Context: an optimization exercise on an open-source flow, tuned for small area. The choices shown serve that exercise and are no tape-out recipe. In this exercise RTL edits were held to simulation tests only and were not proved equivalent to the original. The clock port is modelled as an ideal driver, which makes a skipped or thinned clock tree look cheaper than it is; a real chip needs a root buffer or a tree. Power and IR drop assume default switching activity.

Setup of wip/fjord:
==> flow/design.v (excerpt) <==
module SmartParkingSystem(
    input clk,
    input reset_n,
    input echo,
    input [3:0] ir_sensors,
    output reg trigger,
    output reg servo_pwm,
    output reg red_led,
    output reg green_led
);
Size: about 170 cells after synthesis, about 85 flip-flops, roughly 11 I/O pins.
==> flow/config.mk <==
export PLATFORM = sky130hd
export DESIGN_NAME = SmartParkingSystem
export DESIGN_NICKNAME = SmartParkingSystem
export VERILOG_FILES = /design/flow/design.v
export SDC_FILE = /design/flow/constraint.sdc
export NUM_CORES = 4
export LEC_CHECK = 0
export ABC_CLOCK_PERIOD_IN_PS = 100000
export CAP_MARGIN = 20
export CORE_MARGIN = 2
export CORE_UTILIZATION = 78
export PLACE_DENSITY = 0.88
export SLEW_MARGIN = 20
==> flow/constraint.sdc <==
create_clock -name core_clock -period 10.0 [get_ports {clk}]
set_input_delay 2.0000 -clock core_clock [delete_from_list [all_inputs] [get_ports {clk}]]
set_output_delay 2.0000 -clock core_clock [all_outputs]
set_load 0.01 [all_outputs]
standard.sh (not shown) runs the stock make flow with config.mk's settings and CLKGATE_MAP_FILE= SYNTH_SCRIPT=/design/flow/synth_recipe.tcl, a recipe that flattens the netlist after the stock synthesis.
==> flow/flow/run.sh <==
#!/bin/bash
# The standard ORFS layout with a hand-made one-level clock tree
# (flow/cts_pre.tcl, run as the PRE_CTS_TCL hook) and buf_1 port buffers.
# All tool output goes to standard.log in this folder.
set -e
export PRE_CTS_TCL=$PWD/flow/cts_pre.tcl
export PRE_FLOORPLAN_TCL=$PWD/flow/pre_fp.tcl
export PRE_RESIZE_TCL=$PWD/flow/pre_rsz.tcl
export RESET_BUF_CELL=${RESET_BUF_CELL:-sky130_fd_sc_hd__buf_2}
export HAND_CTS_BUF=${HAND_CTS_BUF:-sky130_fd_sc_hd__clkbuf_8}
export HAND_CTS_NX=${HAND_CTS_NX:-2}
export HAND_CTS_NY=${HAND_CTS_NY:-2}
export BUFFER_PORTS_ARGS="-buffer_cell sky130_fd_sc_hd__buf_1"
bash standard.sh > standard.log 2>&1
==> flow/flow/pre_fp.tcl <==
# PRE_FLOORPLAN hook: give every combinational cell from synthesis the smallest
# drive strength of its type (same function and pins); ORFS's repair_design
# later sizes up whatever needs it for slew and capacitance.
set db [ord::get_db]
set block [ord::get_db_block]
set bytype {}
foreach lib [$db getLibs] {
  foreach m [$lib getMasters] {
    set n [$m getName]
    if {[regexp {^(sky130_fd_sc_hd__[a-z0-9]+)_([0-9]+)$} $n -> base drive]} {
      dict lappend bytype $base $m
    }
  }
}
set dont_use [expr {[info exists ::env(DONT_USE_CELLS)] ? $::env(DONT_USE_CELLS) : ""}]
set nswap 0
foreach inst [$block getInsts] {
  set m [$inst getMaster]
  set n [$m getName]
  if {![regexp {^(sky130_fd_sc_hd__[a-z0-9]+)_([0-9]+)$} $n -> base drive]} { continue }
  if {[regexp {^sky130_fd_sc_hd__(df|sdf|edf|sedf|dl|sdl|clk|conb|tap|fill|decap|lpflow)} $n]} { continue }
  if {![dict exists $bytype $base]} { continue }
  set best $m
  foreach c [dict get $bytype $base] {
    if {[lsearch -exact $dont_use [$c getName]] >= 0} { continue }
    set a [expr {[$c getWidth] * [$c getHeight]}]
    set ab [expr {[$best getWidth] * [$best getHeight]}]
    if {$a < $ab} { set best $c }
  }
  if {$best ne $m} {
    $inst swapMaster $best
    incr nswap
  }
}
puts "pre_floorplan: downsized $nswap cells"
==> flow/flow/pre_rsz.tcl <==
# PRE_RESIZE hook: the reset port's input buffer drives every flip-flop's
# reset pin; make it a buf_2 (enough for the slew limit there) and keep
# repair_design from resizing it.
set block [ord::get_db_block]
set master [[ord::get_db] findMaster $::env(RESET_BUF_CELL)]
set bt [$block findBTerm reset_n]
foreach it [[$bt getNet] getITerms] {
  set inst [$it getInst]
  if {[string match "sky130_fd_sc_hd__buf_*" [[$inst getMaster] getName]]} {
    $inst swapMaster $master
    set_dont_touch [get_cells [$inst getName]]
    puts "pre_resize: reset buffer [$inst getName] is $::env(RESET_BUF_CELL)"
  }
}
Other scripts of this flow, unchanged in this note and not shown: flow/flow/cts_pre.tcl
wip/fjord went all the way through synthesis, placement and routing and the layout is clean on timing, DRC and antenna.
What wip/raven does differently from wip/fjord at the input level:
- changing CORE_UTILIZATION from 78 to 70
- changing PLACE_DENSITY from 0.88 to 0.8
diff --git a/flow/flow/run.sh b/flow/flow/run.sh
--- a/flow/flow/run.sh
+++ b/flow/flow/run.sh
@@ -6,5 +6,2 @@
 export PRE_CTS_TCL=$PWD/flow/cts_pre.tcl
-export PRE_FLOORPLAN_TCL=$PWD/flow/pre_fp.tcl
-export PRE_RESIZE_TCL=$PWD/flow/pre_rsz.tcl
-export RESET_BUF_CELL=${RESET_BUF_CELL:-sky130_fd_sc_hd__buf_2}
 export HAND_CTS_BUF=${HAND_CTS_BUF:-sky130_fd_sc_hd__clkbuf_8}
removed: flow/flow/pre_fp.tcl
removed: flow/flow/pre_rsz.tcl
[summary]
wip/raven finished end to end and its layout was clean on timing, DRC and antenna. Compared to wip/fjord, wip/raven has initial core utilization 7.6 points lower. Switching power: wip/raven and wip/fjord compared, higher one is wip/fjord. Number of tapcells in wip/raven is 2 higher than in wip/fjord. Area of the die ends up lower on wip/fjord. [compare] base=wip/fjord new=wip/raven: clock period minus final worst setup slack dropped 23 ps, share of the final layout cell area in multi-input gates climbed 0.90 points, length of routed met3 wiring dropped 100 um. For routed wire length, dividing the value from wip/fjord by the value from wip/raven gives 1.3.
### wip/raven -> wip/delta
- PLACE_DENSITY: 0.8 -> 0.92
- CORE_UTILIZATION: 70 -> 85
--- outcome ---
- wip/delta terminated abnormally: detailed placement (3_5_place_dp) reported DPL-0033.
- The global placer's final weighted congestion in wip/delta sits about 5% above the value recorded for wip/raven.
- Overall die height ended up 8.7% lower on wip/delta than on wip/raven.
- Cmp wip/delta and wip/raven / initial core utilization / lower: wip/raven
- The die boundary width reported for wip/delta is smaller than that of wip/raven by 8.7%.
- wip/delta vs wip/raven, cell row count went down by 2.
Input-level comparison between wip/quartz and wip/delta:
- a change of CORE_UTILIZATION from 85 to 78
- a change of PLACE_DENSITY from 0.92 to 0.88
diff --git a/flow/flow/run.sh b/flow/flow/run.sh
--- a/flow/flow/run.sh
+++ b/flow/flow/run.sh
@@ -6,2 +6,3 @@
 export PRE_CTS_TCL=$PWD/flow/cts_pre.tcl
+export PRE_FLOORPLAN_TCL=$PWD/flow/pre_fp.tcl
 export HAND_CTS_BUF=${HAND_CTS_BUF:-sky130_fd_sc_hd__clkbuf_8}
==> flow/flow/pre_fp.tcl (new file) <==
# PRE_FLOORPLAN hook: give every combinational cell from synthesis the smallest
# drive strength of its type (same function and pins); ORFS's repair_design
# later sizes up whatever needs it for slew and capacitance.
set db [ord::get_db]
set block [ord::get_db_block]
set bytype {}
foreach lib [$db getLibs] {
  foreach m [$lib getMasters] {
    set n [$m getName]
    if {[regexp {^(sky130_fd_sc_hd__[a-z0-9]+)_([0-9]+)$} $n -> base drive]} {
      dict lappend bytype $base $m
    }
  }
}
set dont_use [expr {[info exists ::env(DONT_USE_CELLS)] ? $::env(DONT_USE_CELLS) : ""}]
set nswap 0
foreach inst [$block getInsts] {
  set m [$inst getMaster]
  set n [$m getName]
  if {![regexp {^(sky130_fd_sc_hd__[a-z0-9]+)_([0-9]+)$} $n -> base drive]} { continue }
  if {[regexp {^sky130_fd_sc_hd__(df|sdf|edf|sedf|dl|sdl|clk|conb|tap|fill|decap|lpflow)} $n]} { continue }
  if {![dict exists $bytype $base]} { continue }
  set best $m
  foreach c [dict get $bytype $base] {
    if {[lsearch -exact $dont_use [$c getName]] >= 0} { continue }
    set a [expr {[$c getWidth] * [$c getHeight]}]
    set ab [expr {[$best getWidth] * [$best getHeight]}]
    if {$a < $ab} { set best $c }
  }
  if {$best ne $m} {
    $inst swapMaster $best
    incr nswap
  }
}
puts "pre_floorplan: downsized $nswap cells"
- wip/quartz | stages: all done | timing, DRC, antenna: all pass
- The post-synthesis share of cell area spent on full adders, half adders and majority gates was comparable across wip/quartz and wip/delta.
- [compare] base=wip/delta new=wip/quartz: last weighted congestion value of the routability-driven placer saw a decrease; count of state elements after synthesis saw little to no change.
- Against wip/delta, wip/quartz reports a overall die height that is higher.
- When wip/quartz is set beside wip/delta, its row count turns out to be 5.0% larger.
- Share of the yosys chip area belonging to registers came out exactly the same in wip/quartz and wip/delta.
- HPWL after detailed placement, wip/quartz and wip/delta: smaller value in wip/quartz
Relative to wip/quartz, the following input files were edited for wip/cedar:
- setting GPL_TIMING_DRIVEN to 0 for the first time
diff --git a/flow/flow/run.sh b/flow/flow/run.sh
--- a/flow/flow/run.sh
+++ b/flow/flow/run.sh
@@ -7,2 +7,4 @@
 export PRE_FLOORPLAN_TCL=$PWD/flow/pre_fp.tcl
+export PRE_RESIZE_TCL=$PWD/flow/pre_rsz.tcl
+export RESET_BUF_CELL=${RESET_BUF_CELL:-sky130_fd_sc_hd__buf_2}
 export HAND_CTS_BUF=${HAND_CTS_BUF:-sky130_fd_sc_hd__clkbuf_8}
==> flow/flow/pre_rsz.tcl (new file) <==
# PRE_RESIZE hook: the reset port's input buffer drives every flip-flop's
# reset pin; make it a buf_2 (enough for the slew limit there) and keep
# repair_design from resizing it.
set block [ord::get_db_block]
set master [[ord::get_db] findMaster $::env(RESET_BUF_CELL)]
set bt [$block findBTerm reset_n]
foreach it [[$bt getNet] getITerms] {
  set inst [$it getInst]
  if {[string match "sky130_fd_sc_hd__*buf_*" [[$inst getMaster] getName]]} {
    $inst swapMaster $master
    set_dont_touch [get_cells [$inst getName]]
    puts "pre_resize: reset buffer [$inst getName] is $::env(RESET_BUF_CELL)"
  }
}
[summary]
- The final layout from wip/cedar, which completed every stage, passed the timing, design-rule and antenna checks at the end of the flow.
- According to the power report, total power for wip/cedar is lower than for wip/quartz.
- wip/cedar vs. wip/quartz: share of the clock period used by the worst path after layout held; post-cts resize count held; synthesized cell count held.
- Fraction of power spent switching nets: wip/cedar lower than wip/quartz
diff inputs: wip/cedar => wip/willow
diff --git a/flow/flow/run.sh b/flow/flow/run.sh
--- a/flow/flow/run.sh
+++ b/flow/flow/run.sh
@@ -8,3 +8,3 @@
 export PRE_RESIZE_TCL=$PWD/flow/pre_rsz.tcl
-export RESET_BUF_CELL=${RESET_BUF_CELL:-sky130_fd_sc_hd__buf_2}
+export RESET_BUF_CELL=${RESET_BUF_CELL:-sky130_fd_sc_hd__buf_4}
 export HAND_CTS_BUF=${HAND_CTS_BUF:-sky130_fd_sc_hd__clkbuf_8}
==> notes.md <==
wip/willow ended with every stage complete and zero timing, DRC or antenna violations. Final net count: wip/willow < wip/cedar. Higher leakage power total was reported by wip/cedar, not wip/willow. Measured against each other, wip/willow and wip/cedar differ in global-route wire length before repair, the lower figure coming from wip/cedar.
The clock cells of wip/fjord, wip/raven, wip/quartz, wip/cedar and wip/willow come from the design's own scripts or RTL, not from TritonCTS.

[what the ideal ports hide]
In the flow no input, the clock included, has a driving cell. The finished layouts below were timed again as built, in two steps. Step 1 assumes that a clkbuf_16 drives the clock port and a buf_2 every other input. Step 2 adds t to the input delays and takes it off the output delays; t is the mean of the earliest and latest rising clock arrival at the registers after step 1. Input paths then give back, and output paths get back, about the clock's delay inside the block. Three values: no drivers, after step 1, after step 2; two values: the first two.
run | t (ns) | slack for setup (ns) | clock arrival spread, ns | worst register clock-pin slew, ns
wip/fjord | 0.219 | 7.283 / 7.230 / 7.163 | 0.004 / 0.004 | 0.11 / 0.11
wip/raven | 0.220 | 7.306 / 7.251 / 7.235 | 0.007 / 0.007 | 0.12 / 0.12
wip/quartz | 0.219 | 7.283 / 7.230 / 7.163 | 0.004 / 0.004 | 0.11 / 0.11
wip/cedar | 0.218 | 7.291 / 7.236 / 7.200 | 0.006 / 0.005 | 0.11 / 0.11
wip/willow | 0.216 | 7.281 / 7.229 / 7.211 | 0.011 / 0.011 | 0.12 / 0.12
After both steps every run listed still meets setup and hold. Setup slack includes reset recovery checks.
